Source: an optimization exercise on an open RTL-to-GDS flow (aim: small area and a short achievable clock period). Production flows keep margins and buffers that such runs may drop. No run shown here included a check of the RTL's function; only the layout flow was run.

===== flow/flow/run.sh =====
#!/bin/bash
# The standard layout (standard.sh), with two changes to how it is made:
#  - ORFS's timing repair aims at a setup slack of 14.5 ns at the design's clock
#    period (SETUP_SLACK_MARGIN), so repair_timing sizes and buffers critical paths;
#  - every input and output port still gets a buffer, of cell sky130_fd_sc_hd__buf_2.
set -e
export SETUP_SLACK_MARGIN=14.5
export BUFFER_PORTS_ARGS="-buffer_cell sky130_fd_sc_hd__buf_2"
bash standard.sh > standard.log 2>&1

===== flow/standard.sh =====
#!/bin/bash
# synth_recipe.tcl (not shown) runs the flow's synth.tcl, then flattens the netlist and writes it again
# the make line also repeats each setting of config.mk as NAME=value (left out here)
make -C /OpenROAD-flow-scripts/flow DESIGN_CONFIG=/design/flow/config.mk WORK_HOME=/design/flow/orfs CLKGATE_MAP_FILE= SYNTH_SCRIPT=/design/flow/synth_recipe.tcl "${@:-finish}"

===== flow/config.mk =====
export PLATFORM = sky130hd
export DESIGN_NAME = CS
export DESIGN_NICKNAME = CS
export VERILOG_FILES = /design/flow/design.v
export SDC_FILE = /design/flow/constraint.sdc
export NUM_CORES = 4
export LEC_CHECK = 0
export CAP_MARGIN = 20
export CORE_MARGIN = 2
export CORE_UTILIZATION = 40
export CTS_BUF_LIST = sky130_fd_sc_hd__clkbuf_8
export SLEW_MARGIN = 20
export SYNTH_HIERARCHICAL = 1
export SYNTH_MINIMUM_KEEP_SIZE = 0

===== flow/constraint.sdc =====
create_clock -name core_clock -period 23.0 [get_ports {clk}]
set_input_delay 4.6000 -clock core_clock [delete_from_list [all_inputs] [get_ports {clk}]]
set_output_delay 4.6000 -clock core_clock [all_outputs]
set_load 0.01 [all_outputs]

===== flow/design.v =====
`timescale 1ns/10ps
module cs_fa(input a, input b, input c, output s, output co);
  assign s = a ^ b ^ c;
  assign co = (a & b) | (a & c) | (b & c);
endmodule
module cs_ha(input a, input b, output s, output co);
  assign s = a ^ b;
  assign co = a & b;
endmodule
module cs_hb(input a, input b, output s, output co);
  assign s = ~(a ^ b);
  assign co = a | b;
endmodule
module cs_xor(input a, input b, output y);
  assign y = a ^ b;
endmodule
module cs_xnor(input a, input b, output y);
  assign y = ~(a ^ b);
endmodule
module cs_maj(input a, input b, input c, output y);
  assign y = (a & b) | (a & c) | (b & c);
endmodule
module cs_and(input a, input b, output y);
  assign y = a & b;
endmodule
module cs_or(input a, input b, output y);
  assign y = a | b;
endmodule
module cs_inv(input a, output y);
  assign y = ~a;
endmodule
module cs_nand(input a, input b, output y);
  assign y = ~(a & b);
endmodule
module cs_orn(input a, input b, output y);
  assign y = a | ~b;
endmodule
module cs_o21a(input a, input b, input c, output y);
  assign y = (a | b) & c;
endmodule
module cs_nand3(input a, input b, input c, output y);
  assign y = ~(a & b & c);
endmodule
module cs_nor3(input a, input b, input c, output y);
  assign y = ~(a | b | c);
endmodule
module cs_or3(input a, input b, input c, output y);
  assign y = a | b | c;
endmodule
module cs_and9(input [8:0] a, output y, output ny);
  assign y = &a;
  assign ny = ~(&a);
endmodule
module cs_ao222i(input a0, input b0, input a1, input b1, input a2, input b2, output y);
  assign y = ~((a0 & b0) | (a1 & b1) | (a2 & b2));
endmodule
module cs_and3(input a, input b, input c, output y);
  assign y = a & b & c;
endmodule
module cs_o221a(input a1, input a2, input b1, input b2, input c, output y);
  assign y = (a1 | a2) & (b1 | b2) & c;
endmodule
module cs_mux(input s, input a, input b, output y);
  assign y = s ? b : a;
endmodule
module cs_ge(input [4:0] h, output g1, output g2);
  assign g1 = h[4] | (h[3] & (h[2] | h[1] | h[0]));
  assign g2 = h[4] & (h[3] | h[2] | h[1]);
endmodule
module cs_add5(input [4:0] a, input [4:0] b, output [4:0] s);
  assign s = a + b;
endmodule
module cs_add8(input [7:0] a, input [7:0] b, output [7:0] s);
  assign s = a + b;
endmodule
module cs_add13(input [12:0] a, input [12:0] b, output [12:0] s);
  assign s = a + b;
endmodule
module CS(Y, X, reset, clk);
input clk, reset;
input [7:0] X;
output reg [9:0] Y;
reg [3:0] count;                  
reg [7:0] w0, w1, w2, w3, w4, w5, w6, w7, w8;    
reg [7:0] q;                      
reg [3:0] r;                      
wire nz = (count != 4'd0);
wire [7:0] qz = q & {8{nz}};
wire [3:0] rz = r & {4{nz}};
always @(posedge clk) begin
  q <= qn; r <= rn;
end
wire full = (count == 4'd9);
wire en = full & ~reset;
wire [7:0] qn;
wire [3:0] rn;
wire [9:0] Yd;
always @(posedge clk) begin
  w0 <= X; w1 <= w0; w2 <= w1; w3 <= w2; w4 <= w3;
  w5 <= w4; w6 <= w5; w7 <= w6; w8 <= w7;
end
always @(posedge clk) begin
  if (reset) count <= 4'd0;
  else if (!full) count <= count + 4'd1;
end
always @(posedge clk) Y <= Yd;
wire n1, n2, n3, n4, n5, n6, n7, n8, n9, n10, n11, n12, n13, n14, n15, n16, n17, n18, n19, n20, n21, n22, n23, n24, n25, n26, n27, n28, n29, n30, n31, n32, n33, n34, n35, n36, n37, n38, n39, n40, n41, n42, n43, n44, n45, n46, n47, n48, n49, n50, n51, n52, n53, n54, n55, n56, n57, n58, n59, n60, n61, n62, n63, n64, n65, n66, n67, n68, n69, n70, n71, n72, n73, n74, n75, n76, n77, n78, n79, n80, n81, n82, n83, n84, n85, n86, n87, n88, n89, n90, n91, n92, n93, n94, n95, n96, n97, n98, n99, n100, n101, n102, n103, n104, n105, n106, n107, n108, n109, n110, n111, n112, n113, n114, n115, n116, n117, n118, n119, n120, n121, n122, n123, n124, n125, n126, n127, n128, n129, n130, n131, n132, n133, n134, n135, n136, n137, n138, n139, n140, n141, n142, n143, n144, n145, n146, n147, n148, n149, n150, n151, n152, n153, n154, n155, n156, n157, n158, n159, n160, n161, n162, n163, n164, n165, n166, n167, n168, n169, n170, n171, n172, n173, n174, n175, n176, n177, n178, n179, n180, n181, n182, n183, n184, n185, n186, n187, n188, n189, n190, n191, n192, n193, n194, n195, n196, n197, n198, n199, n200, n201, n202, n203, n204, n205, n206, n207, n208, n209, n210, n211, n212, n213, n214, n215, n216, n217, n218, n219, n220, n221, n222, n223, n224, n225, n226, n227, n228, n229, n230, n231, n232, n233, n234, n235, n236, n237, n238, n239, n240, n241, n242, n243, n244, n245, n246, n247, n248, n249, n250, n251, n252, n253, n254, n255, n256, n257, n258, n259, n260, n261, n262, n263, n264, n265, n266, n267, n268, n269, n270, n271, n272, n273, n274, n275, n276, n277, n278, n279, n280, n281, n282, n283, n284, n285, n286, n287, n288, n289, n290, n291, n292, n293, n294, n295, n296, n297, n298, n299, n300, n301, n302, n303, n304, n305, n306, n307, n308, n309, n310, n311, n312, n313, n314, n315, n316, n317, n318, n319, n320, n321, n322, n323, n324, n325, n326, n327, n328, n329, n330, n331, n332, n333, n334, n335, n336, n337, n338, n339, n340, n341, n342, n343, n344, n345, n346, n347, n348, n349, n350, n351, n352, n353, n354, n355, n356, n357, n358, n359, n360, n361, n362, n363, n364, n365, n366, n367, n368, n369, n370, n371, n372, n373, n374, n375, n376, n377, n378, n379, n380, n381, n382, n383, n384, n385, n386, n387, n388, n389, n390, n391, n392, n393, n394, n395, n396, n397, n398, n399, n400, n401, n402, n403, n404, n405, n406, n407, n408, n409, n410, n411, n412, n413, n414, n415, n416, n417, n418, n419, n420, n421, n422, n423, n424, n425, n426, n427, n428, n429, n430, n431, n432, n433, n434, n435, n436, n437, n438, n439, n440, n441, n442, n443, n444, n445, n446, n447, n448, n449, n450, n451, n452, n453, n454, n455, n456, n457, n458, n459, n460, n461, n462, n463, n464, n465, n466, n467, n468, n469, n470, n471, n472, n473, n474, n475, n476, n477, n478, n479, n480, n481, n482, n483, n484, n485, n486, n487, n488;
cs_and u0 (.a(w8[0]), .b(full), .y(n1));
cs_and u1 (.a(w8[1]), .b(full), .y(n2));
cs_and u2 (.a(w8[2]), .b(full), .y(n3));
cs_and u3 (.a(w8[3]), .b(full), .y(n4));
cs_and u4 (.a(w8[4]), .b(full), .y(n5));
cs_and u5 (.a(w8[5]), .b(full), .y(n6));
cs_and u6 (.a(w8[6]), .b(full), .y(n7));
cs_and u7 (.a(w8[7]), .b(full), .y(n8));
cs_inv u8 (.a(n1), .y(n9));
cs_inv u9 (.a(n2), .y(n10));
cs_inv u10 (.a(n3), .y(n11));
cs_inv u11 (.a(n7), .y(n12));
cs_inv u12 (.a(n8), .y(n13));
cs_inv u13 (.a(rz[0]), .y(n14));
cs_fa u14 (.a(n14), .b(n4), .c(n9), .s(n15), .co(n16));
cs_fa u15 (.a(rz[1]), .b(rz[0]), .c(n5), .s(n17), .co(n18));
cs_fa u16 (.a(n10), .b(n13), .c(n17), .s(n19), .co(n20));
cs_fa u17 (.a(rz[2]), .b(n6), .c(n11), .s(n21), .co(n22));
cs_fa u18 (.a(n18), .b(n21), .c(n20), .s(n23), .co(n24));
cs_fa u19 (.a(rz[3]), .b(n22), .c(n24), .s(n25), .co(n26));
cs_ha u20 (.a(n12), .b(n15), .s(n27), .co(n28));
cs_fa u21 (.a(n16), .b(n19), .c(n28), .s(n29), .co(n30));
cs_ha u22 (.a(n23), .b(n30), .s(n31), .co(n32));
cs_ha u23 (.a(n25), .b(n32), .s(n33), .co(n34));
cs_xor u24 (.a(n26), .b(n34), .y(n35));
cs_ge u25 (.h({n35, n33, n31, n29, n27}), .g1(n36), .g2(n37));
cs_fa u26 (.a(n27), .b(n36), .c(n37), .s(n38), .co(n39));
cs_fa u27 (.a(n29), .b(n36), .c(n37), .s(n40), .co(n41));
cs_fa u28 (.a(n31), .b(n36), .c(n37), .s(n42), .co(n43));
cs_ha u29 (.a(n39), .b(n40), .s(n44), .co(n45));
cs_fa u30 (.a(n41), .b(n42), .c(n45), .s(n46), .co(n47));
cs_fa u31 (.a(n33), .b(n43), .c(n47), .s(n48), .co(n49));
cs_inv u32 (.a(X[3]), .y(n50));
cs_inv u33 (.a(X[4]), .y(n51));
cs_inv u34 (.a(X[5]), .y(n52));
cs_ha u35 (.a(n38), .b(X[0]), .s(n53), .co(n54));
cs_fa u36 (.a(X[1]), .b(X[7]), .c(n51), .s(n55), .co(n56));
cs_ha u37 (.a(X[2]), .b(n52), .s(n57), .co(n58));
cs_ha u38 (.a(X[6]), .b(n50), .s(n59), .co(n60));
cs_fa u39 (.a(n44), .b(n54), .c(n55), .s(n61), .co(n62));
cs_fa u40 (.a(n57), .b(n56), .c(n46), .s(n63), .co(n64));
cs_ha u41 (.a(n58), .b(n48), .s(n65), .co(n66));
cs_add5 u42 (.a({n66, n65, n63, n61, n53}), .b({1'b0, n64, n62, n60, n59}), .s({n71, n70, n69, n68, n67}));
cs_ge u43 (.h({n71, n70, n69, n68, n67}), .g1(n72), .g2(n73));
cs_fa u44 (.a(n67), .b(n72), .c(n73), .s(n74), .co(n75));
cs_fa u45 (.a(n68), .b(n72), .c(n73), .s(n76), .co(n77));
cs_fa u46 (.a(n69), .b(n72), .c(n73), .s(n78), .co(n79));
cs_ha u47 (.a(n75), .b(n76), .s(n80), .co(n81));
cs_fa u48 (.a(n77), .b(n78), .c(n81), .s(n82), .co(n83));
cs_fa u49 (.a(n70), .b(n79), .c(n83), .s(n84), .co(n85));
cs_inv u50 (.a(n4), .y(n86));
cs_inv u51 (.a(n5), .y(n87));
cs_inv u52 (.a(n6), .y(n88));
cs_inv u53 (.a(qz[1]), .y(n89));
cs_inv u54 (.a(qz[5]), .y(n90));
cs_inv u55 (.a(qz[6]), .y(n91));
cs_inv u56 (.a(qz[7]), .y(n92));
cs_fa u57 (.a(qz[0]), .b(n86), .c(n12), .s(n93), .co(n94));
cs_ha u58 (.a(n36), .b(n37), .s(n95), .co(n96));
cs_fa u59 (.a(n89), .b(n87), .c(n12), .s(n97), .co(n98));
cs_ha u60 (.a(n13), .b(X[4]), .s(n99), .co(n100));
cs_fa u61 (.a(qz[2]), .b(qz[1]), .c(n88), .s(n101), .co(n102));
cs_fa u62 (.a(n12), .b(n13), .c(X[5]), .s(n103), .co(n104));
cs_fa u63 (.a(n93), .b(n95), .c(X[3]), .s(n105), .co(n106));
cs_fa u64 (.a(n97), .b(n94), .c(n96), .s(n107), .co(n108));
cs_ha u65 (.a(X[6]), .b(X[7]), .s(n109), .co(n110));
cs_fa u66 (.a(n101), .b(n98), .c(X[6]), .s(n111), .co(n112));
cs_fa u67 (.a(X[7]), .b(n100), .c(n103), .s(n113), .co(n114));
cs_fa u68 (.a(qz[3]), .b(n13), .c(n102), .s(n115), .co(n116));
cs_ha u69 (.a(X[7]), .b(n104), .s(n117), .co(n118));
cs_ha u70 (.a(X[6]), .b(n105), .s(n119), .co(n120));
cs_fa u71 (.a(n107), .b(n99), .c(n109), .s(n121), .co(n122));
cs_fa u72 (.a(n108), .b(n110), .c(n111), .s(n123), .co(n124));
cs_fa u73 (.a(n115), .b(n112), .c(n117), .s(n125), .co(n126));
cs_ha u74 (.a(qz[4]), .b(n116), .s(n127), .co(n128));
cs_ha u75 (.a(n119), .b(n72), .s(n129), .co(n130));
cs_fa u76 (.a(n106), .b(n121), .c(n120), .s(n131), .co(n132));
cs_fa u77 (.a(n122), .b(n113), .c(n123), .s(n133), .co(n134));
cs_fa u78 (.a(n114), .b(n124), .c(n125), .s(n135), .co(n136));
cs_fa u79 (.a(n127), .b(n118), .c(n126), .s(n137), .co(n138));
cs_ha u80 (.a(n90), .b(n128), .s(n139), .co(n140));
cs_ha u81 (.a(qz[5]), .b(n91), .s(n141), .co(n142));
cs_ha u82 (.a(qz[6]), .b(n92), .s(n143), .co(n144));
cs_add8 u83 (.a({n143, n141, n139, n137, n135, n133, n131, n73}), .b({n142, n140, n138, n136, n134, n132, n130, n129}), .s({n152, n151, n150, n149, n148, n147, n146, n145}));
cs_inv u84 (.a(q[0]), .y(n153));
cs_inv u85 (.a(q[1]), .y(n154));
cs_inv u86 (.a(q[2]), .y(n155));
cs_inv u87 (.a(q[3]), .y(n156));
cs_inv u88 (.a(q[4]), .y(n157));
cs_inv u89 (.a(q[5]), .y(n158));
cs_inv u90 (.a(q[6]), .y(n159));
cs_inv u91 (.a(q[7]), .y(n160));
cs_and u92 (.a(w0[0]), .b(n153), .y(n161));
cs_maj u93 (.a(w0[1]), .b(n154), .c(n161), .y(n162));
cs_maj u94 (.a(w0[2]), .b(n155), .c(n162), .y(n163));
cs_maj u95 (.a(w0[3]), .b(n156), .c(n163), .y(n164));
cs_and u96 (.a(w0[4]), .b(n157), .y(n165));
cs_or u97 (.a(w0[4]), .b(n157), .y(n166));
cs_maj u98 (.a(w0[5]), .b(n158), .c(n165), .y(n167));
cs_maj u99 (.a(w0[5]), .b(n158), .c(n166), .y(n168));
cs_maj u100 (.a(w0[6]), .b(n159), .c(n167), .y(n169));
cs_maj u101 (.a(w0[6]), .b(n159), .c(n168), .y(n170));
cs_maj u102 (.a(w0[7]), .b(n160), .c(n169), .y(n171));
cs_maj u103 (.a(w0[7]), .b(n160), .c(n170), .y(n172));
cs_mux u104 (.s(n164), .a(n171), .b(n172), .y(n173));
cs_and u105 (.a(w1[0]), .b(n153), .y(n174));
cs_maj u106 (.a(w1[1]), .b(n154), .c(n174), .y(n175));
cs_maj u107 (.a(w1[2]), .b(n155), .c(n175), .y(n176));
cs_maj u108 (.a(w1[3]), .b(n156), .c(n176), .y(n177));
cs_and u109 (.a(w1[4]), .b(n157), .y(n178));
cs_or u110 (.a(w1[4]), .b(n157), .y(n179));
cs_maj u111 (.a(w1[5]), .b(n158), .c(n178), .y(n180));
cs_maj u112 (.a(w1[5]), .b(n158), .c(n179), .y(n181));
cs_maj u113 (.a(w1[6]), .b(n159), .c(n180), .y(n182));
cs_maj u114 (.a(w1[6]), .b(n159), .c(n181), .y(n183));
cs_maj u115 (.a(w1[7]), .b(n160), .c(n182), .y(n184));
cs_maj u116 (.a(w1[7]), .b(n160), .c(n183), .y(n185));
cs_mux u117 (.s(n177), .a(n184), .b(n185), .y(n186));
cs_and u118 (.a(w2[0]), .b(n153), .y(n187));
cs_maj u119 (.a(w2[1]), .b(n154), .c(n187), .y(n188));
cs_maj u120 (.a(w2[2]), .b(n155), .c(n188), .y(n189));
cs_maj u121 (.a(w2[3]), .b(n156), .c(n189), .y(n190));
cs_and u122 (.a(w2[4]), .b(n157), .y(n191));
cs_or u123 (.a(w2[4]), .b(n157), .y(n192));
cs_maj u124 (.a(w2[5]), .b(n158), .c(n191), .y(n193));
cs_maj u125 (.a(w2[5]), .b(n158), .c(n192), .y(n194));
cs_maj u126 (.a(w2[6]), .b(n159), .c(n193), .y(n195));
cs_maj u127 (.a(w2[6]), .b(n159), .c(n194), .y(n196));
cs_maj u128 (.a(w2[7]), .b(n160), .c(n195), .y(n197));
cs_maj u129 (.a(w2[7]), .b(n160), .c(n196), .y(n198));
cs_mux u130 (.s(n190), .a(n197), .b(n198), .y(n199));
cs_and u131 (.a(w3[0]), .b(n153), .y(n200));
cs_maj u132 (.a(w3[1]), .b(n154), .c(n200), .y(n201));
cs_maj u133 (.a(w3[2]), .b(n155), .c(n201), .y(n202));
cs_maj u134 (.a(w3[3]), .b(n156), .c(n202), .y(n203));
cs_and u135 (.a(w3[4]), .b(n157), .y(n204));
cs_or u136 (.a(w3[4]), .b(n157), .y(n205));
cs_maj u137 (.a(w3[5]), .b(n158), .c(n204), .y(n206));
cs_maj u138 (.a(w3[5]), .b(n158), .c(n205), .y(n207));
cs_maj u139 (.a(w3[6]), .b(n159), .c(n206), .y(n208));
cs_maj u140 (.a(w3[6]), .b(n159), .c(n207), .y(n209));
cs_maj u141 (.a(w3[7]), .b(n160), .c(n208), .y(n210));
cs_maj u142 (.a(w3[7]), .b(n160), .c(n209), .y(n211));
cs_mux u143 (.s(n203), .a(n210), .b(n211), .y(n212));
cs_and u144 (.a(w4[0]), .b(n153), .y(n213));
cs_maj u145 (.a(w4[1]), .b(n154), .c(n213), .y(n214));
cs_maj u146 (.a(w4[2]), .b(n155), .c(n214), .y(n215));
cs_maj u147 (.a(w4[3]), .b(n156), .c(n215), .y(n216));
cs_and u148 (.a(w4[4]), .b(n157), .y(n217));
cs_or u149 (.a(w4[4]), .b(n157), .y(n218));
cs_maj u150 (.a(w4[5]), .b(n158), .c(n217), .y(n219));
cs_maj u151 (.a(w4[5]), .b(n158), .c(n218), .y(n220));
cs_maj u152 (.a(w4[6]), .b(n159), .c(n219), .y(n221));
cs_maj u153 (.a(w4[6]), .b(n159), .c(n220), .y(n222));
cs_maj u154 (.a(w4[7]), .b(n160), .c(n221), .y(n223));
cs_maj u155 (.a(w4[7]), .b(n160), .c(n222), .y(n224));
cs_mux u156 (.s(n216), .a(n223), .b(n224), .y(n225));
cs_and u157 (.a(w5[0]), .b(n153), .y(n226));
cs_maj u158 (.a(w5[1]), .b(n154), .c(n226), .y(n227));
cs_maj u159 (.a(w5[2]), .b(n155), .c(n227), .y(n228));
cs_maj u160 (.a(w5[3]), .b(n156), .c(n228), .y(n229));
cs_and u161 (.a(w5[4]), .b(n157), .y(n230));
cs_or u162 (.a(w5[4]), .b(n157), .y(n231));
cs_maj u163 (.a(w5[5]), .b(n158), .c(n230), .y(n232));
cs_maj u164 (.a(w5[5]), .b(n158), .c(n231), .y(n233));
cs_maj u165 (.a(w5[6]), .b(n159), .c(n232), .y(n234));
cs_maj u166 (.a(w5[6]), .b(n159), .c(n233), .y(n235));
cs_maj u167 (.a(w5[7]), .b(n160), .c(n234), .y(n236));
cs_maj u168 (.a(w5[7]), .b(n160), .c(n235), .y(n237));
cs_mux u169 (.s(n229), .a(n236), .b(n237), .y(n238));
cs_and u170 (.a(w6[0]), .b(n153), .y(n239));
cs_maj u171 (.a(w6[1]), .b(n154), .c(n239), .y(n240));
cs_maj u172 (.a(w6[2]), .b(n155), .c(n240), .y(n241));
cs_maj u173 (.a(w6[3]), .b(n156), .c(n241), .y(n242));
cs_and u174 (.a(w6[4]), .b(n157), .y(n243));
cs_or u175 (.a(w6[4]), .b(n157), .y(n244));
cs_maj u176 (.a(w6[5]), .b(n158), .c(n243), .y(n245));
cs_maj u177 (.a(w6[5]), .b(n158), .c(n244), .y(n246));
cs_maj u178 (.a(w6[6]), .b(n159), .c(n245), .y(n247));
cs_maj u179 (.a(w6[6]), .b(n159), .c(n246), .y(n248));
cs_maj u180 (.a(w6[7]), .b(n160), .c(n247), .y(n249));
cs_maj u181 (.a(w6[7]), .b(n160), .c(n248), .y(n250));
cs_mux u182 (.s(n242), .a(n249), .b(n250), .y(n251));
cs_and u183 (.a(w7[0]), .b(n153), .y(n252));
cs_maj u184 (.a(w7[1]), .b(n154), .c(n252), .y(n253));
cs_maj u185 (.a(w7[2]), .b(n155), .c(n253), .y(n254));
cs_maj u186 (.a(w7[3]), .b(n156), .c(n254), .y(n255));
cs_and u187 (.a(w7[4]), .b(n157), .y(n256));
cs_or u188 (.a(w7[4]), .b(n157), .y(n257));
cs_maj u189 (.a(w7[5]), .b(n158), .c(n256), .y(n258));
cs_maj u190 (.a(w7[5]), .b(n158), .c(n257), .y(n259));
cs_maj u191 (.a(w7[6]), .b(n159), .c(n258), .y(n260));
cs_maj u192 (.a(w7[6]), .b(n159), .c(n259), .y(n261));
cs_maj u193 (.a(w7[7]), .b(n160), .c(n260), .y(n262));
cs_maj u194 (.a(w7[7]), .b(n160), .c(n261), .y(n263));
cs_mux u195 (.s(n255), .a(n262), .b(n263), .y(n264));
cs_and u196 (.a(w8[0]), .b(n153), .y(n265));
cs_maj u197 (.a(w8[1]), .b(n154), .c(n265), .y(n266));
cs_maj u198 (.a(w8[2]), .b(n155), .c(n266), .y(n267));
cs_maj u199 (.a(w8[3]), .b(n156), .c(n267), .y(n268));
cs_and u200 (.a(w8[4]), .b(n157), .y(n269));
cs_or u201 (.a(w8[4]), .b(n157), .y(n270));
cs_maj u202 (.a(w8[5]), .b(n158), .c(n269), .y(n271));
cs_maj u203 (.a(w8[5]), .b(n158), .c(n270), .y(n272));
cs_maj u204 (.a(w8[6]), .b(n159), .c(n271), .y(n273));
cs_maj u205 (.a(w8[6]), .b(n159), .c(n272), .y(n274));
cs_maj u206 (.a(w8[7]), .b(n160), .c(n273), .y(n275));
cs_maj u207 (.a(w8[7]), .b(n160), .c(n274), .y(n276));
cs_mux u208 (.s(n268), .a(n275), .b(n276), .y(n277));
cs_inv u209 (.a(n173), .y(n278));
cs_inv u210 (.a(n186), .y(n279));
cs_inv u211 (.a(n199), .y(n280));
cs_inv u212 (.a(n212), .y(n281));
cs_inv u213 (.a(n225), .y(n282));
cs_inv u214 (.a(n238), .y(n283));
cs_inv u215 (.a(n251), .y(n284));
cs_inv u216 (.a(n264), .y(n285));
cs_inv u217 (.a(n277), .y(n286));
cs_ao222i u218 (.a0(n278), .b0(w0[7]), .a1(n279), .b1(w1[7]), .a2(n280), .b2(w2[7]), .y(n287));
cs_ao222i u219 (.a0(n281), .b0(w3[7]), .a1(n282), .b1(w4[7]), .a2(n283), .b2(w5[7]), .y(n288));
cs_ao222i u220 (.a0(n284), .b0(w6[7]), .a1(n285), .b1(w7[7]), .a2(n286), .b2(w8[7]), .y(n289));
cs_and3 u221 (.a(n287), .b(n288), .c(n289), .y(n290));
cs_nand3 u222 (.a(n287), .b(n288), .c(n289), .y(n291));
cs_and u223 (.a(w0[7]), .b(w0[6]), .y(n292));
cs_and u224 (.a(w1[7]), .b(w1[6]), .y(n293));
cs_and u225 (.a(w2[7]), .b(w2[6]), .y(n294));
cs_and u226 (.a(w3[7]), .b(w3[6]), .y(n295));
cs_and u227 (.a(w4[7]), .b(w4[6]), .y(n296));
cs_and u228 (.a(w5[7]), .b(w5[6]), .y(n297));
cs_and u229 (.a(w6[7]), .b(w6[6]), .y(n298));
cs_and u230 (.a(w7[7]), .b(w7[6]), .y(n299));
cs_and u231 (.a(w8[7]), .b(w8[6]), .y(n300));
cs_ao222i u232 (.a0(n278), .b0(n292), .a1(n279), .b1(n293), .a2(n280), .b2(n294), .y(n301));
cs_ao222i u233 (.a0(n281), .b0(n295), .a1(n282), .b1(n296), .a2(n283), .b2(n297), .y(n302));
cs_ao222i u234 (.a0(n284), .b0(n298), .a1(n285), .b1(n299), .a2(n286), .b2(n300), .y(n303));
cs_and3 u235 (.a(n301), .b(n302), .c(n303), .y(n304));
cs_nand3 u236 (.a(n301), .b(n302), .c(n303), .y(n305));
cs_ao222i u237 (.a0(n278), .b0(w0[6]), .a1(n279), .b1(w1[6]), .a2(n280), .b2(w2[6]), .y(n306));
cs_ao222i u238 (.a0(n281), .b0(w3[6]), .a1(n282), .b1(w4[6]), .a2(n283), .b2(w5[6]), .y(n307));
cs_ao222i u239 (.a0(n284), .b0(w6[6]), .a1(n285), .b1(w7[6]), .a2(n286), .b2(w8[6]), .y(n308));
cs_and3 u240 (.a(n306), .b(n307), .c(n308), .y(n309));
cs_nand3 u241 (.a(n306), .b(n307), .c(n308), .y(n310));
cs_o21a u242 (.a(n291), .b(n309), .c(n304), .y(n311));
cs_inv u243 (.a(n311), .y(n312));
cs_o221a u244 (.a1(w0[7]), .a2(n290), .b1(w0[6]), .b2(n311), .c(n278), .y(n313));
cs_o221a u245 (.a1(w1[7]), .a2(n290), .b1(w1[6]), .b2(n311), .c(n279), .y(n314));
cs_o221a u246 (.a1(w2[7]), .a2(n290), .b1(w2[6]), .b2(n311), .c(n280), .y(n315));
cs_o221a u247 (.a1(w3[7]), .a2(n290), .b1(w3[6]), .b2(n311), .c(n281), .y(n316));
cs_o221a u248 (.a1(w4[7]), .a2(n290), .b1(w4[6]), .b2(n311), .c(n282), .y(n317));
cs_o221a u249 (.a1(w5[7]), .a2(n290), .b1(w5[6]), .b2(n311), .c(n283), .y(n318));
cs_o221a u250 (.a1(w6[7]), .a2(n290), .b1(w6[6]), .b2(n311), .c(n284), .y(n319));
cs_o221a u251 (.a1(w7[7]), .a2(n290), .b1(w7[6]), .b2(n311), .c(n285), .y(n320));
cs_o221a u252 (.a1(w8[7]), .a2(n290), .b1(w8[6]), .b2(n311), .c(n286), .y(n321));
cs_ao222i u253 (.a0(n313), .b0(w0[5]), .a1(n314), .b1(w1[5]), .a2(n315), .b2(w2[5]), .y(n322));
cs_ao222i u254 (.a0(n316), .b0(w3[5]), .a1(n317), .b1(w4[5]), .a2(n318), .b2(w5[5]), .y(n323));
cs_ao222i u255 (.a0(n319), .b0(w6[5]), .a1(n320), .b1(w7[5]), .a2(n321), .b2(w8[5]), .y(n324));
cs_and3 u256 (.a(n322), .b(n323), .c(n324), .y(n325));
cs_nand3 u257 (.a(n322), .b(n323), .c(n324), .y(n326));
cs_and u258 (.a(w0[5]), .b(w0[4]), .y(n327));
cs_and u259 (.a(w1[5]), .b(w1[4]), .y(n328));
cs_and u260 (.a(w2[5]), .b(w2[4]), .y(n329));
cs_and u261 (.a(w3[5]), .b(w3[4]), .y(n330));
cs_and u262 (.a(w4[5]), .b(w4[4]), .y(n331));
cs_and u263 (.a(w5[5]), .b(w5[4]), .y(n332));
cs_and u264 (.a(w6[5]), .b(w6[4]), .y(n333));
cs_and u265 (.a(w7[5]), .b(w7[4]), .y(n334));
cs_and u266 (.a(w8[5]), .b(w8[4]), .y(n335));
cs_ao222i u267 (.a0(n313), .b0(n327), .a1(n314), .b1(n328), .a2(n315), .b2(n329), .y(n336));
cs_ao222i u268 (.a0(n316), .b0(n330), .a1(n317), .b1(n331), .a2(n318), .b2(n332), .y(n337));
cs_ao222i u269 (.a0(n319), .b0(n333), .a1(n320), .b1(n334), .a2(n321), .b2(n335), .y(n338));
cs_and3 u270 (.a(n336), .b(n337), .c(n338), .y(n339));
cs_nand3 u271 (.a(n336), .b(n337), .c(n338), .y(n340));
cs_ao222i u272 (.a0(n313), .b0(w0[4]), .a1(n314), .b1(w1[4]), .a2(n315), .b2(w2[4]), .y(n341));
cs_ao222i u273 (.a0(n316), .b0(w3[4]), .a1(n317), .b1(w4[4]), .a2(n318), .b2(w5[4]), .y(n342));
cs_ao222i u274 (.a0(n319), .b0(w6[4]), .a1(n320), .b1(w7[4]), .a2(n321), .b2(w8[4]), .y(n343));
cs_and3 u275 (.a(n341), .b(n342), .c(n343), .y(n344));
cs_nand3 u276 (.a(n341), .b(n342), .c(n343), .y(n345));
cs_o21a u277 (.a(n326), .b(n344), .c(n339), .y(n346));
cs_inv u278 (.a(n346), .y(n347));
cs_o221a u279 (.a1(w0[5]), .a2(n325), .b1(w0[4]), .b2(n346), .c(n313), .y(n348));
cs_o221a u280 (.a1(w1[5]), .a2(n325), .b1(w1[4]), .b2(n346), .c(n314), .y(n349));
cs_o221a u281 (.a1(w2[5]), .a2(n325), .b1(w2[4]), .b2(n346), .c(n315), .y(n350));
cs_o221a u282 (.a1(w3[5]), .a2(n325), .b1(w3[4]), .b2(n346), .c(n316), .y(n351));
cs_o221a u283 (.a1(w4[5]), .a2(n325), .b1(w4[4]), .b2(n346), .c(n317), .y(n352));
cs_o221a u284 (.a1(w5[5]), .a2(n325), .b1(w5[4]), .b2(n346), .c(n318), .y(n353));
cs_o221a u285 (.a1(w6[5]), .a2(n325), .b1(w6[4]), .b2(n346), .c(n319), .y(n354));
cs_o221a u286 (.a1(w7[5]), .a2(n325), .b1(w7[4]), .b2(n346), .c(n320), .y(n355));
cs_o221a u287 (.a1(w8[5]), .a2(n325), .b1(w8[4]), .b2(n346), .c(n321), .y(n356));
cs_ao222i u288 (.a0(n348), .b0(w0[3]), .a1(n349), .b1(w1[3]), .a2(n350), .b2(w2[3]), .y(n357));
cs_ao222i u289 (.a0(n351), .b0(w3[3]), .a1(n352), .b1(w4[3]), .a2(n353), .b2(w5[3]), .y(n358));
cs_ao222i u290 (.a0(n354), .b0(w6[3]), .a1(n355), .b1(w7[3]), .a2(n356), .b2(w8[3]), .y(n359));
cs_and3 u291 (.a(n357), .b(n358), .c(n359), .y(n360));
cs_nand3 u292 (.a(n357), .b(n358), .c(n359), .y(n361));
cs_and u293 (.a(w0[3]), .b(w0[2]), .y(n362));
cs_and u294 (.a(w1[3]), .b(w1[2]), .y(n363));
cs_and u295 (.a(w2[3]), .b(w2[2]), .y(n364));
cs_and u296 (.a(w3[3]), .b(w3[2]), .y(n365));
cs_and u297 (.a(w4[3]), .b(w4[2]), .y(n366));
cs_and u298 (.a(w5[3]), .b(w5[2]), .y(n367));
cs_and u299 (.a(w6[3]), .b(w6[2]), .y(n368));
cs_and u300 (.a(w7[3]), .b(w7[2]), .y(n369));
cs_and u301 (.a(w8[3]), .b(w8[2]), .y(n370));
cs_ao222i u302 (.a0(n348), .b0(n362), .a1(n349), .b1(n363), .a2(n350), .b2(n364), .y(n371));
cs_ao222i u303 (.a0(n351), .b0(n365), .a1(n352), .b1(n366), .a2(n353), .b2(n367), .y(n372));
cs_ao222i u304 (.a0(n354), .b0(n368), .a1(n355), .b1(n369), .a2(n356), .b2(n370), .y(n373));
cs_and3 u305 (.a(n371), .b(n372), .c(n373), .y(n374));
cs_nand3 u306 (.a(n371), .b(n372), .c(n373), .y(n375));
cs_ao222i u307 (.a0(n348), .b0(w0[2]), .a1(n349), .b1(w1[2]), .a2(n350), .b2(w2[2]), .y(n376));
cs_ao222i u308 (.a0(n351), .b0(w3[2]), .a1(n352), .b1(w4[2]), .a2(n353), .b2(w5[2]), .y(n377));
cs_ao222i u309 (.a0(n354), .b0(w6[2]), .a1(n355), .b1(w7[2]), .a2(n356), .b2(w8[2]), .y(n378));
cs_and3 u310 (.a(n376), .b(n377), .c(n378), .y(n379));
cs_nand3 u311 (.a(n376), .b(n377), .c(n378), .y(n380));
cs_o21a u312 (.a(n361), .b(n379), .c(n374), .y(n381));
cs_inv u313 (.a(n381), .y(n382));
cs_o221a u314 (.a1(w0[3]), .a2(n360), .b1(w0[2]), .b2(n381), .c(n348), .y(n383));
cs_o221a u315 (.a1(w1[3]), .a2(n360), .b1(w1[2]), .b2(n381), .c(n349), .y(n384));
cs_o221a u316 (.a1(w2[3]), .a2(n360), .b1(w2[2]), .b2(n381), .c(n350), .y(n385));
cs_o221a u317 (.a1(w3[3]), .a2(n360), .b1(w3[2]), .b2(n381), .c(n351), .y(n386));
cs_o221a u318 (.a1(w4[3]), .a2(n360), .b1(w4[2]), .b2(n381), .c(n352), .y(n387));
cs_o221a u319 (.a1(w5[3]), .a2(n360), .b1(w5[2]), .b2(n381), .c(n353), .y(n388));
cs_o221a u320 (.a1(w6[3]), .a2(n360), .b1(w6[2]), .b2(n381), .c(n354), .y(n389));
cs_o221a u321 (.a1(w7[3]), .a2(n360), .b1(w7[2]), .b2(n381), .c(n355), .y(n390));
cs_o221a u322 (.a1(w8[3]), .a2(n360), .b1(w8[2]), .b2(n381), .c(n356), .y(n391));
cs_ao222i u323 (.a0(n383), .b0(w0[1]), .a1(n384), .b1(w1[1]), .a2(n385), .b2(w2[1]), .y(n392));
cs_ao222i u324 (.a0(n386), .b0(w3[1]), .a1(n387), .b1(w4[1]), .a2(n388), .b2(w5[1]), .y(n393));
cs_ao222i u325 (.a0(n389), .b0(w6[1]), .a1(n390), .b1(w7[1]), .a2(n391), .b2(w8[1]), .y(n394));
cs_and3 u326 (.a(n392), .b(n393), .c(n394), .y(n395));
cs_nand3 u327 (.a(n392), .b(n393), .c(n394), .y(n396));
cs_and u328 (.a(w0[1]), .b(w0[0]), .y(n397));
cs_and u329 (.a(w1[1]), .b(w1[0]), .y(n398));
cs_and u330 (.a(w2[1]), .b(w2[0]), .y(n399));
cs_and u331 (.a(w3[1]), .b(w3[0]), .y(n400));
cs_and u332 (.a(w4[1]), .b(w4[0]), .y(n401));
cs_and u333 (.a(w5[1]), .b(w5[0]), .y(n402));
cs_and u334 (.a(w6[1]), .b(w6[0]), .y(n403));
cs_and u335 (.a(w7[1]), .b(w7[0]), .y(n404));
cs_and u336 (.a(w8[1]), .b(w8[0]), .y(n405));
cs_ao222i u337 (.a0(n383), .b0(n397), .a1(n384), .b1(n398), .a2(n385), .b2(n399), .y(n406));
cs_ao222i u338 (.a0(n386), .b0(n400), .a1(n387), .b1(n401), .a2(n388), .b2(n402), .y(n407));
cs_ao222i u339 (.a0(n389), .b0(n403), .a1(n390), .b1(n404), .a2(n391), .b2(n405), .y(n408));
cs_and3 u340 (.a(n406), .b(n407), .c(n408), .y(n409));
cs_nand3 u341 (.a(n406), .b(n407), .c(n408), .y(n410));
cs_ao222i u342 (.a0(n383), .b0(w0[0]), .a1(n384), .b1(w1[0]), .a2(n385), .b2(w2[0]), .y(n411));
cs_ao222i u343 (.a0(n386), .b0(w3[0]), .a1(n387), .b1(w4[0]), .a2(n388), .b2(w5[0]), .y(n412));
cs_ao222i u344 (.a0(n389), .b0(w6[0]), .a1(n390), .b1(w7[0]), .a2(n391), .b2(w8[0]), .y(n413));
cs_and3 u345 (.a(n411), .b(n412), .c(n413), .y(n414));
cs_nand3 u346 (.a(n411), .b(n412), .c(n413), .y(n415));
cs_o21a u347 (.a(n396), .b(n414), .c(n409), .y(n416));
cs_inv u348 (.a(n416), .y(n417));
cs_fa u349 (.a(q[0]), .b(q[3]), .c(r[3]), .s(n418), .co(n419));
cs_fa u350 (.a(q[1]), .b(q[4]), .c(n419), .s(n420), .co(n421));
cs_fa u351 (.a(q[2]), .b(q[5]), .c(n421), .s(n422), .co(n423));
cs_fa u352 (.a(q[3]), .b(q[6]), .c(n423), .s(n424), .co(n425));
cs_fa u353 (.a(q[4]), .b(q[7]), .c(n425), .s(n426), .co(n427));
cs_ha u354 (.a(q[0]), .b(r[0]), .s(n428), .co(n429));
cs_fa u355 (.a(q[1]), .b(r[1]), .c(n429), .s(n430), .co(n431));
cs_fa u356 (.a(q[2]), .b(r[2]), .c(n431), .s(n432), .co(n433));
cs_ha u357 (.a(n418), .b(n433), .s(n434), .co(n435));
cs_ha u358 (.a(n420), .b(n435), .s(n436), .co(n437));
cs_ha u359 (.a(n422), .b(n437), .s(n438), .co(n439));
cs_ha u360 (.a(n424), .b(n439), .s(n440), .co(n441));
cs_ha u361 (.a(n426), .b(n441), .s(n442), .co(n443));
cs_fa u362 (.a(q[5]), .b(n427), .c(n443), .s(n444), .co(n445));
cs_ha u363 (.a(q[6]), .b(n445), .s(n446), .co(n447));
cs_ha u364 (.a(q[7]), .b(n447), .s(n448), .co(n449));
cs_ha u365 (.a(n434), .b(n361), .s(n450), .co(n451));
cs_fa u366 (.a(n436), .b(n347), .c(n396), .s(n452), .co(n453));
cs_fa u367 (.a(n438), .b(n326), .c(n382), .s(n454), .co(n455));
cs_fa u368 (.a(n440), .b(n312), .c(n361), .s(n456), .co(n457));
cs_fa u369 (.a(n291), .b(n442), .c(n347), .s(n458), .co(n459));
cs_ha u370 (.a(n444), .b(n326), .s(n460), .co(n461));
cs_ha u371 (.a(n446), .b(n312), .s(n462), .co(n463));
cs_ha u372 (.a(n291), .b(n448), .s(n464), .co(n465));
cs_add13 u373 (.a({1'b0, n449, n464, n462, n460, n458, n456, n454, n452, n417, n432, n430, n428}), .b({1'b0, n465, n463, n461, n459, n457, n455, n453, n451, n450, n382, n396, n417}), .s({n478, n477, n476, n475, n474, n473, n472, n471, n470, n469, n468, n467, n466}));
cs_and u374 (.a(n469), .b(en), .y(n479));
cs_and u375 (.a(n470), .b(en), .y(n480));
cs_and u376 (.a(n471), .b(en), .y(n481));
cs_and u377 (.a(n472), .b(en), .y(n482));
cs_and u378 (.a(n473), .b(en), .y(n483));
cs_and u379 (.a(n474), .b(en), .y(n484));
cs_and u380 (.a(n475), .b(en), .y(n485));
cs_and u381 (.a(n476), .b(en), .y(n486));
cs_and u382 (.a(n477), .b(en), .y(n487));
cs_and u383 (.a(n478), .b(en), .y(n488));
assign qn[0] = n145;
assign qn[1] = n146;
assign qn[2] = n147;
assign qn[3] = n148;
assign qn[4] = n149;
assign qn[5] = n150;
assign qn[6] = n151;
assign qn[7] = n152;
assign rn[0] = n74;
assign rn[1] = n80;
assign rn[2] = n82;
assign rn[3] = n84;
assign Yd[0] = n479;
assign Yd[1] = n480;
assign Yd[2] = n481;
assign Yd[3] = n482;
assign Yd[4] = n483;
assign Yd[5] = n484;
assign Yd[6] = n485;
assign Yd[7] = n486;
assign Yd[8] = n487;
assign Yd[9] = n488;
endmodule

==> run notes, run 1 <==
* Status: no timing/DRC/antenna violations
* Placed insts at 886
* Critical path fanouts, max at 4
* Worst-skew pair later-pin latency at 390 ps
* TritonCTS buffer count at 9
* Setup Skew at 10.9 ps
* Slowest cell on crit path: fa_1
* Hold depth at 0
* CTS root buf: clkbuf_8
* Final min period at 8310 ps
* CORE AREA at 17,400 um2
* First-pass GRT wire length at 28,000 um
* Width of the die at 137 um
* CTS tree: built
* Die area at 18,900 um2
* Die span in y at 137 um
* Met2 GRT Util at 33.1%
* Share of layout cells above drive strength 1 at 28.3%
* Dpl ws at 13,630 ps
* Hold WC Path Type: register to register
* Port-buffer cells at 19
* Initial antenna violation count at 0
* Area growth from synthesis to layout at 14.5%
* Layout net count at 811
* Final wirelength at 17,200 um
* Routed wire per std cell at 18.6 um
* WHS at 388 ps
* CP max stage delay at 590 ps
* Vias after detailed routing at 5,277
* Setup TNS after final layout at 0 ps
* Final ANT Viol Nets at 0
* Final Worst Setup Slack at 14,690 ps
* Synth warn at 7
* Detail Placement HPWL at 13,200 um
* CTS clk-pin slew, worst paths at 100 ps
* Slew Viols, Final at 0
* Syn Std Cell Area at 7110 um2
* Via count of the first global-routing pass at 5,454
* Cells after Synth at 641
* Setup CP Type: primary input to register
* Tcrit/Tclk final at 36.1%
* Hold Buf Count CTS at 0
* RSZ-0062 raised after global routing: false
* Pin count of the biggest net entering global routing at 19
* DR DRC count at 0
* Initial Utilization at 41.0%
* GRT busiest layer: met2
* Setup-failing EPs final at 0
* CTS H-Tree Depth at 3
* Synth Area per Inst at 11.1 um2
* Router iterations before antenna repair at 6
* Cell Rows at 48
* Gp weighted congestion at 0.846
* Slew HR at 49.5%
* FF-to-FF path depth at 30
* Max Cap Viol at 0
* # diodes at 0
* Critical path arrival at 8580 ps
* CP required at 23,270 ps
* Num ports at 20
* First DRT Iteration DRCs at 535
* Worst slew pin tran at 757 ps
* Fin cells at 922
* Maximum clock frequency at 120 MHz
* GR Util All Layers at 19.1%
* Critical path, cell by cell: buf_2 -> inv_1 -> fa_1 -> fa_1 -> inv_1 -> fa_2 -> nand2b_1 -> a21oi_2 -> xnor2_2 -> nor2_2 -> nor2_4 -> fa_1 -> ha_1 -> fa_2 -> fa_1
* Grt total ovfl at 0
* Met3 usage at 3.31%
* Bufs on Longest Clock Path at 2
* CTS Sinks at 98
* Top cell by count, worst path: fa_1
* CP endpoint kind: register
* Final hold vios at 0
* GR Util met1 at 24.3%
* Via density at 5.72
* Worst setup SP type: primary input
[metal layers]
layer | vias up | part of all wire [%]
met4 | 0 | 1.9
met3 | 28 | 4.9
met1 | 2613 | 44
met5 | - | 0
met2 | 151 | 49
li1 | 2485 | -
[worst max-delay path, delay by kind of cell]
| kind | cells | cell delay, ps |
|---|---|---|
| AOI/OAI and AO/OA | 1 | 190 |
| xor gates and xnor gates | 1 | 190 |
| adders and majority gates | 7 | 2890 |
| buffers and inverters | 3 | 270 |
| and+or+nand+nor | 3 | 430 |
[through the flow]
stage	cell area, um2	util (%)
2_1_floorplan	7120	-
4_1_cts	7770	44.8
5_1_grt	8140	46.9
3_5_place_dp	7490	43.2
6_report	8140	46.9
3_3_place_gp	7490	43.2
[state kept, by name, summed over array words and instances (netlist names)]
name,count
w5,8
w3,8
w7,8
w4,8
w6,8
Y,10
count,4
w2,8
q,8
w8,8
w0,8
w1,8
r,4
[cell usage in the layout, fill, tap and decap left out, types with 15 or more instances in the layout]
cell / instances
dfxtp_1: 94
a21oi_1: 16
buf_2: 19
o221a_1: 20
maj3_2: 81
and2_1: 72
a222oi_1: 36
fa_1: 49
ha_1: 55
buf_4: 15
inv_1: 43
[cell type report]
cell class,count,area [um2]
clock buffer,9,124
fill,1572,9210
clock inverter,6,90.1
multi-input combinational,497,5220
tap,225,282
timing repair buffer,37,250
inverter,50,199
sequential,98,1970
[worst paths after layout]
| kind | startpoint | to | slack (ps) |
|---|---|---|---|
| worst max-delay path | X[4] | r[3] | 14690 |
| worst min-delay path | w2[0] | w3[0] | 390 |
| worst min register to register | w2[0] | w3[0] | 390 |
| worst max register to register | q[0] | Y[9] | 14740 |
[repair_timing]
action	CTS	global route
setup endpoints to repair	13	13
setup buffers	6	12
gates cloned	0	3
resized for setup	11	50
endpoints found under the hold margin	0	0
pin swaps	5	44
==> run 2: changes to the inputs <==
==> flow/flow/run.sh (replaced) <==
#!/bin/bash
# The standard layout (standard.sh), with two changes to how it is made:
#  - ORFS's timing repair aims at a setup slack of 14 ns at the design's clock
#    period (SETUP_SLACK_MARGIN), so repair_timing sizes and buffers critical paths;
#  - every input and output port still gets a buffer, of cell sky130_fd_sc_hd__buf_2.
set -e
export SETUP_SLACK_MARGIN=14
export BUFFER_PORTS_ARGS="-buffer_cell sky130_fd_sc_hd__buf_2"
bash standard.sh > standard.log 2>&1
==> run 2 against run 1 <==
- routed wire length shrank 3.4%
- register-to-register slack got worse by 280 ps
- maximum frequency down 2.7%
- sequential cell count unchanged
- critical path depth grew 14
- synthesized cell count stayed put
- clock-buffer cell count stayed put
- setup slack got worse by 230 ps
- still clean
- global-route usage shrank 0.21 points
- final area down 4.6%
- critical path type is now register to register
==> run notes, run 2 <==
* CORE AREA at 17,400 um2
* CP max stage delay at 480 ps
* Width of the die at 137 um
* Final Worst Setup Slack at 14,460 ps
* Critical path arrival at 8820 ps
* # diodes at 0
* Setup TNS after final layout at 0 ps
* CTS tree: built
* CP endpoint kind: register
* CTS H-Tree Depth at 3
* Area growth from synthesis to layout at 9.24%
* Syn Std Cell Area at 7110 um2
* Register area at 1960 um2
* Die area at 18,900 um2
* Final hold vios at 0
* Fill count at 1,616
* Fin cells at 907
* Hold depth at 0
* Setup Skew at 8.59 ps
* Worst setup SP type: register
* First-pass GRT wire length at 27,600 um
* Placed insts at 886
* Vias after detailed routing at 5,148
* Worst-skew pair later-pin latency at 390 ps
* Slowest cell on crit path: fa_1
* Maximum clock frequency at 117 MHz
* CTS root buf: clkbuf_8
* CTS clk-pin slew, worst paths at 100 ps
* Commonest non-fill, non-tap cell in the layout: dfxtp_1
* Bufs on Longest Clock Path at 2
* RSZ-0062 raised after global routing: false
* Status: no timing/DRC/antenna violations
* Critical path fanouts, max at 10
* Hold WC Path Type: register to register
* Biggest register: Y
* Die span in y at 137 um
* Initial antenna violation count at 0
* Synth warn at 7
* Tcrit/Tclk final at 37.1%
* Num ports at 20
* TritonCTS buffer count at 9
* Via density at 5.68
* Layout net count at 795
* Setup-failing EPs final at 0
* Detail Placement HPWL at 13,100 um
* DR DRC count at 0
* FF-to-FF path depth at 29
* Initial Utilization at 41.0%
* Setup CP Type: register to register
* Port-buffer cells at 19
* Slew HR at 49.7%
* Fin util at 44.8%
* Share of layout cells above drive strength 1 at 22.1%
* GR Util All Layers at 18.9%
* Router iterations before antenna repair at 6
* Dpl ws at 13,750 ps
* Via count of the first global-routing pass at 5,328
* Slew Viols, Final at 0
* Top cell by count, worst path: a222oi_1
* Most frequent cells in the layout: dfxtp_1 (97), maj3_2 (81), and2_1 (72), ha_1 (57), fa_1 (51)
* CP required at 23,290 ps
* Synth Area per Inst at 11.1 um2
* Final wirelength at 16,600 um
* Final ANT Viol Nets at 0
* First DRT Iteration DRCs at 530
* Max Cap Viol at 0
* Gp weighted congestion at 0.901
* Hold Buf Count CTS at 0
* Cell Rows at 48
* Grt total ovfl at 0
* Cells after Synth at 641
* Max reg flops at 10
* CTS Sinks at 98
* Worst slew pin tran at 753 ps
* Routed wire per std cell at 18.3 um
* Area of the multi-input gates at 4980 um2
* Final min period at 8540 ps
* Pin count of the biggest net entering global routing at 19
[run 2: final timing paths]
check,startpoint,end,slack [ps]
min reg2reg,w3[0],w4[0],390
max,q[0],Y[9],14460
max reg2reg,q[0],Y[9],14460
min,w3[0],w4[0],390
[run 2: per-stage QoR]
step           hold WS, ps  instance area, um2
3_3_place_gp           377                7490
4_1_cts                386                7720
5_1_grt                405                7770
2_1_floorplan          354                7120
6_report               394                7770
3_5_place_dp           379                7490
[run 2: layout make-up]
class                           count  share of cell area, %
Tap cell                          225                   3.62
Timing Repair Buffer               24                   1.87
Multi-Input combinational cell    494                   64.1
Sequential cell                    98                   25.3
Clock buffer                        9                   1.59
Clock inverter                      7                  0.999
Inverter                           50                   2.51
[run 2: per-layer routing]
layer | global-route usage (%) | up-vias | wire length [um]
met5 | 0 | - | 0
met4 | 4.24 | 0 | 182
met3 | 3.90 | 16 | 678
met2 | 32.4 | 115 | 8220
met1 | 24.5 | 2569 | 7520
li1 | - | 2448 | -
[run 2: worst max-delay path: cells and delay by family, from the launching register on]
kind            cells  cell delay (ps)
compound gates     13             4310
fa+ha+maj           5             1830
simple gates        7             1270
flops               1              430
buf+inv             2              240
mux                 1              200
xor+xnor            1              150
[run 2: timing repair]
| item | CTS | global route |
|---|---|---|
| resized for setup | 4 | 8 |
| pin swaps | 2 | 5 |
| setup buffers | 2 | 3 |
| endpoints found under the setup margin | 6 | 14 |

separate check: timing with driven ports:
The results above use ideal ports. As a check the final layouts listed here were re-extracted and re-timed, cells and wires unchanged.
Step 1, drivers: a clkbuf_16 drives clk and a buf_2 each remaining input, both assumed.
Step 2 times the ports against the registers' clock, not the clock port: input delays grow and output delays shrink by t, the midpoint of the rising clock arrivals with the driver on.
Slacks: no drivers / after step 1 / after step 2; pairs: no drivers / after step 1.
| run | t (ns) | setup slack, ns | slew at the worst register clock pin (ns) |
|---|---|---|---|
| run 1 | 0.419 | 14.691 / 14.697 / 14.278 | 0.10 / 0.10 |
| run 2 | 0.419 | 14.463 / 14.463 / 14.164 | 0.10 / 0.10 |
After both steps every run listed still meets setup and hold. The setup slack of run 1, which loses most, moves by +0.006 ns with the drivers and by -0.413 ns with both steps.
